From an optimization exercise on the open Yosys and OpenROAD flow, aimed at small area and a short achievable clock period; shortcuts taken in it are not production practice. In this exercise RTL edits were held to simulation tests only and were not proved equivalent to the original. No activity file was given, so power comes from the tool's default toggle rates.

==> 01-20: inputs <==
==> flow/design.v (excerpt) <==
module map_data_structure #(
    parameter KEY_WIDTH = 16,
    parameter VALUE_WIDTH = 16,
    parameter MAP_SIZE = 32
)(
    input wire clk,
    input wire reset,
    input wire [KEY_WIDTH-1:0] key_in,
    input wire [VALUE_WIDTH-1:0] value_in,
    input wire [1:0] op,  
    input wire valid_in,
    output wire ready_out,
    output wire [VALUE_WIDTH-1:0] value_out,
    output wire valid_out,
    input wire ready_in
);
    localparam NOP = 2'b00,
               INSERT = 2'b01,
               DELETE = 2'b10,
               LOOKUP = 2'b11;
    reg [KEY_WIDTH-1:0] keys [0:MAP_SIZE-1];
    reg [VALUE_WIDTH-1:0] values [0:MAP_SIZE-1];
    reg [MAP_SIZE-1:0] free;
    wire [MAP_SIZE-1:0] match;
    genvar g, b;
    generate
        for (g = 0; g < MAP_SIZE; g = g + 1) begin : m
            kv_slot_match u_match (
                .key_in(key_in), .key(keys[g]), .free(free[g]), .match(match[g])
            );
        end
        for (b = 0; b < VALUE_WIDTH; b = b + 1) begin : s
            wire [MAP_SIZE-1:0] column;
  ...
==> module kv_nor2, before the edit <==
module kv_nor2 (input wire a, input wire b, output wire y);
    assign y = !(a | b);
endmodule
==> module kv_nand2, before the edit <==
module kv_nand2 (input wire a, input wire b, output wire y);
    assign y = !(a & b);
endmodule
==> module kv_nor4, before the edit <==
module kv_nor4 (input wire a, input wire b, input wire c, input wire d, output wire y);
    assign y = !(a | b | c | d);
endmodule
==> module kv_nand4, before the edit <==
module kv_nand4 (input wire a, input wire b, input wire c, input wire d, output wire y);
    assign y = !(a & b & c & d);
endmodule
==> module kv_slot_match, before the edit <==
module kv_slot_match (
    input wire [15:0] key_in,
    input wire [15:0] key,
    input wire free,
    output wire match
);
    wire [15:0] diff = key ^ key_in;
    wire [7:0] same2;    
    wire [3:0] diff4;    
    wire [1:0] same8;    
    wire differs;        
    genvar n;
    generate
        for (n = 0; n < 8; n = n + 1) begin : l1
            kv_nor2 u (.a(diff[2*n]), .b(diff[2*n+1]), .y(same2[n]));
        end
        for (n = 0; n < 4; n = n + 1) begin : l2
            kv_nand2 u (.a(same2[2*n]), .b(same2[2*n+1]), .y(diff4[n]));
        end
        for (n = 0; n < 2; n = n + 1) begin : l3
            kv_nor2 u (.a(diff4[2*n]), .b(diff4[2*n+1]), .y(same8[n]));
        end
    endgenerate
    kv_nand2 u_l4 (.a(same8[0]), .b(same8[1]), .y(differs));
    kv_nor2 u_l5 (.a(differs), .b(free), .y(match));
endmodule
==> module kv_sel_oct, before the edit <==
module kv_sel_oct (
    input wire [7:0] match,
    input wire [7:0] bits,
    output wire out
);
    assign out = |(match & bits);
endmodule
==> module kv_sel_bit, before the edit <==
module kv_sel_bit (
    input wire [31:0] match,
    input wire [31:0] bits,
    output wire out
);
    wire [3:0] oct;        
    wire [1:0] half_n;     
    genvar n;
    generate
        for (n = 0; n < 4; n = n + 1) begin : o
            kv_sel_oct u_oct (.match(match[8*n+7:8*n]), .bits(bits[8*n+7:8*n]), .out(oct[n]));
        end
        for (n = 0; n < 2; n = n + 1) begin : h
            kv_nor2 u_nor (.a(oct[2*n]), .b(oct[2*n+1]), .y(half_n[n]));
        end
    endgenerate
    kv_nand2 u_out (.a(half_n[0]), .b(half_n[1]), .y(out));
endmodule
==> module kv_miss, before the edit <==
module kv_miss (
    input wire [31:0] match,
    output wire miss
);
    wire [7:0] none4;
    wire [1:0] any16;
    genvar n;
    generate
        for (n = 0; n < 8; n = n + 1) begin : q
            kv_nor4 u_nor (.a(match[4*n]), .b(match[4*n+1]), .c(match[4*n+2]), .d(match[4*n+3]), .y(none4[n]));
        end
        for (n = 0; n < 2; n = n + 1) begin : h
            kv_nand4 u_nand (.a(none4[4*n]), .b(none4[4*n+1]), .c(none4[4*n+2]), .d(none4[4*n+3]), .y(any16[n]));
        end
    endgenerate
    kv_nor2 u_out (.a(any16[0]), .b(any16[1]), .y(miss));
endmodule
==> module map_data_structure, before the edit <==
module map_data_structure #(
    parameter KEY_WIDTH = 16,
    parameter VALUE_WIDTH = 16,
    parameter MAP_SIZE = 32
)(
    input wire clk,
    input wire reset,
    input wire [KEY_WIDTH-1:0] key_in,
    input wire [VALUE_WIDTH-1:0] value_in,
    input wire [1:0] op,  
    input wire valid_in,
    output wire ready_out,
    output wire [VALUE_WIDTH-1:0] value_out,
    output wire valid_out,
    input wire ready_in
);
    localparam NOP = 2'b00,
               INSERT = 2'b01,
               DELETE = 2'b10,
               LOOKUP = 2'b11;
    reg [KEY_WIDTH-1:0] keys [0:MAP_SIZE-1];
    reg [VALUE_WIDTH-1:0] values [0:MAP_SIZE-1];
    reg [MAP_SIZE-1:0] free;
    wire [MAP_SIZE-1:0] match;
    genvar g, b;
    generate
        for (g = 0; g < MAP_SIZE; g = g + 1) begin : m
            kv_slot_match u_match (
                .key_in(key_in), .key(keys[g]), .free(free[g]), .match(match[g])
            );
        end
        for (b = 0; b < VALUE_WIDTH; b = b + 1) begin : s
            wire [MAP_SIZE-1:0] column;
            for (g = 0; g < MAP_SIZE; g = g + 1) begin : c
                assign column[g] = values[g][b];
            end
            kv_sel_bit u_sel (.match(match), .bits(column), .out(value_out[b]));
        end
    endgenerate
    wire miss;
    kv_miss u_miss (.match(match), .miss(miss));
    wire hit = !miss;
    reg [MAP_SIZE-1:0] first_free;
    reg seen;
    integer i;
    always @(*) begin
        seen = 1'b0;
        for (i = 0; i < MAP_SIZE; i = i + 1) begin
            first_free[i] = free[i] && !seen;
            seen = seen | free[i];
        end
    end
    wire do_insert = (op == INSERT) && valid_in && ready_out;
    wire do_delete = (op == DELETE) && valid_in;
    always @(posedge clk) begin
        if (reset)
            free <= {MAP_SIZE{1'b1}};
        else
            free <= (free | (match & {MAP_SIZE{do_insert | do_delete}}))
                  & ~(first_free & {MAP_SIZE{do_insert}});
    end
    always @(posedge clk) begin
        for (i = 0; i < MAP_SIZE; i = i + 1)
            if (free[i]) begin
                keys[i] <= key_in;
                values[i] <= value_in;
            end
    end
    assign valid_out = (op == LOOKUP) && hit;
    assign ready_out = |free;
endmodule
make LEC_CHECK=0 CAP_MARGIN=20 CORE_MARGIN=2 CORE_UTILIZATION=60 CTS_BUF_LIST=sky130_fd_sc_hd__clkbuf_16 CTS_CLUSTER_DIAMETER=100 CTS_CLUSTER_SIZE=30 PLACE_DENSITY=0.85 SETUP_SLACK_MARGIN=3.75 SLEW_MARGIN=20 SYNTH_HIERARCHICAL=1 SYNTH_MINIMUM_KEEP_SIZE=0 finish   # period 10.0 ns
run.sh (not shown) runs the stock make flow with config.mk's settings and CLKGATE_MAP_FILE= SYNTH_SCRIPT=/design/flow/synth_recipe.tcl, a recipe that flattens the netlist after the stock synthesis.
==> 08-17 (differences from 01-20) <==
==> flow/design.v (replaced) <==
module map_data_structure #(
    parameter KEY_WIDTH = 16,
    parameter VALUE_WIDTH = 16,
    parameter MAP_SIZE = 32
)(
    input wire clk,
    input wire reset,
    input wire [KEY_WIDTH-1:0] key_in,
    input wire [VALUE_WIDTH-1:0] value_in,
    input wire [1:0] op,  
    input wire valid_in,
    output wire ready_out,
    output wire [VALUE_WIDTH-1:0] value_out,
    output wire valid_out,
    input wire ready_in
);
    localparam NOP = 2'b00,
               INSERT = 2'b01,
               DELETE = 2'b10,
               LOOKUP = 2'b11;
    reg [KEY_WIDTH-1:0] keys [0:MAP_SIZE-1];
    reg [VALUE_WIDTH-1:0] values [0:MAP_SIZE-1];
    reg [MAP_SIZE-1:0] valid;
    wire [MAP_SIZE-1:0] match;
    genvar g;
    generate
        for (g = 0; g < MAP_SIZE; g = g + 1) begin : m
            assign match[g] = valid[g] && (keys[g] == key_in);
        end
    endgenerate
    wire hit = |match;
    reg [VALUE_WIDTH-1:0] sel_value;
    integer i;
    always @(*) begin
        sel_value = {VALUE_WIDTH{1'b0}};
        for (i = 0; i < MAP_SIZE; i = i + 1)
            sel_value = sel_value | (values[i] & {VALUE_WIDTH{match[i]}});
    end
    wire [MAP_SIZE-1:0] first_free = ~valid & (valid + 1'b1);
    wire full = &valid;
    wire do_insert = (op == INSERT) && valid_in && !full;
    wire do_delete = (op == DELETE) && valid_in;
    always @(posedge clk) begin
        if (reset)
            valid <= {MAP_SIZE{1'b0}};
        else
            valid <= (valid & ~(match & {MAP_SIZE{do_insert | do_delete}}))
                   | (first_free & {MAP_SIZE{do_insert}});
    end
    always @(posedge clk) begin
        for (i = 0; i < MAP_SIZE; i = i + 1)
            if (!valid[i]) begin
                keys[i] <= key_in;
                values[i] <= value_in;
            end
    end
    assign value_out = sel_value;
    assign valid_out = (op == LOOKUP) && hit;
    assign ready_out = !full;
endmodule
- ABC_AREA: unset -> 1
- CTS_BUF_LIST: sky130_fd_sc_hd__clkbuf_16 -> sky130_fd_sc_hd__clkbuf_8
- CTS_CLUSTER_DIAMETER: 100 -> 60
- CTS_CLUSTER_SIZE: 30 -> 18
- PLACE_DENSITY: 0.85 -> unset
- SETUP_SLACK_MARGIN: 3.75 -> 4.5
- SYNTH_HIERARCHICAL: 1 -> unset
- SYNTH_MINIMUM_KEEP_SIZE: 0 -> unset
==> flow_summary.yaml <==
final_layout:
  final_cell_mix: "edfxtp_1 (1024), xor2_1 (506), nor2_1 (351)"
  nClkBuffers: 41
  antenna_cells: 4
  buf_share_pct: 8.654
pwr:
  seq_power_uw: 5160
  powerComb_uw: 519
route:
  m1WireLength_mm: 38.13
timing:
  fin_crit_sh_pct: 66.09
worst_hold_path:
  hold_end: "free[24]"
critical_path:
  crit_buf_inv: 3
  critPathMaxFanout: 24
synth:
  synth-xor-area-share_pct: 10.83
  synth_cells: 2617
global_routing:
  antenna_found_initial: 3
run_status:
  status: "complete, no violations"
clock_tree:
  clock_latency_ns: 0.62
[end of results for 01-20]
==> flow_summary.yaml <==
run_status:
  status: "complete, no violations"
final_layout:
  buf_share_pct: 9.735
  antenna_cells: 2
route:
  m1WireLength_mm: 55.19
critical_path:
  critPathMaxFanout: 16
global_routing:
  antenna_found_initial: 6
synth:
  synth-xor-area-share_pct: 2.342
  synth_cells: 4098
timing:
  fin_crit_sh_pct: 61.67
pwr:
  seq_power_uw: 5150
[end of results for 08-17]

re-timing with driven ports:
No port has a modelled driver above. Below, the same layouts with a new extraction and two added sets of constraints. Step 1, drivers: a clkbuf_16 drives clk and a buf_2 each remaining input, both assumed. Step 2, shift: input delay + t, output delay - t, t = (earliest + latest rising clock arrival at the registers) / 2. This alone moves slack from input paths to output paths. Three values: ideal ports, drivers, drivers and shift; two values: the first two.
| run | t, ns | setup slack, ns | worst setup path after step 2 | latest minus earliest clock arrival (ns) |
|---|---|---|---|---|
| 01-20 | 0.676 | 3.391 / 3.274 / 3.274 | input to output | 0.039 / 0.039 |
| 08-17 | 0.778 | 3.833 / 3.756 / 3.756 | input to output | 0.033 / 0.033 |
After both steps every run listed still meets setup and hold. The setup slack of 01-20, which loses most, moves by -0.117 ns with the drivers and by -0.117 ns with both steps.
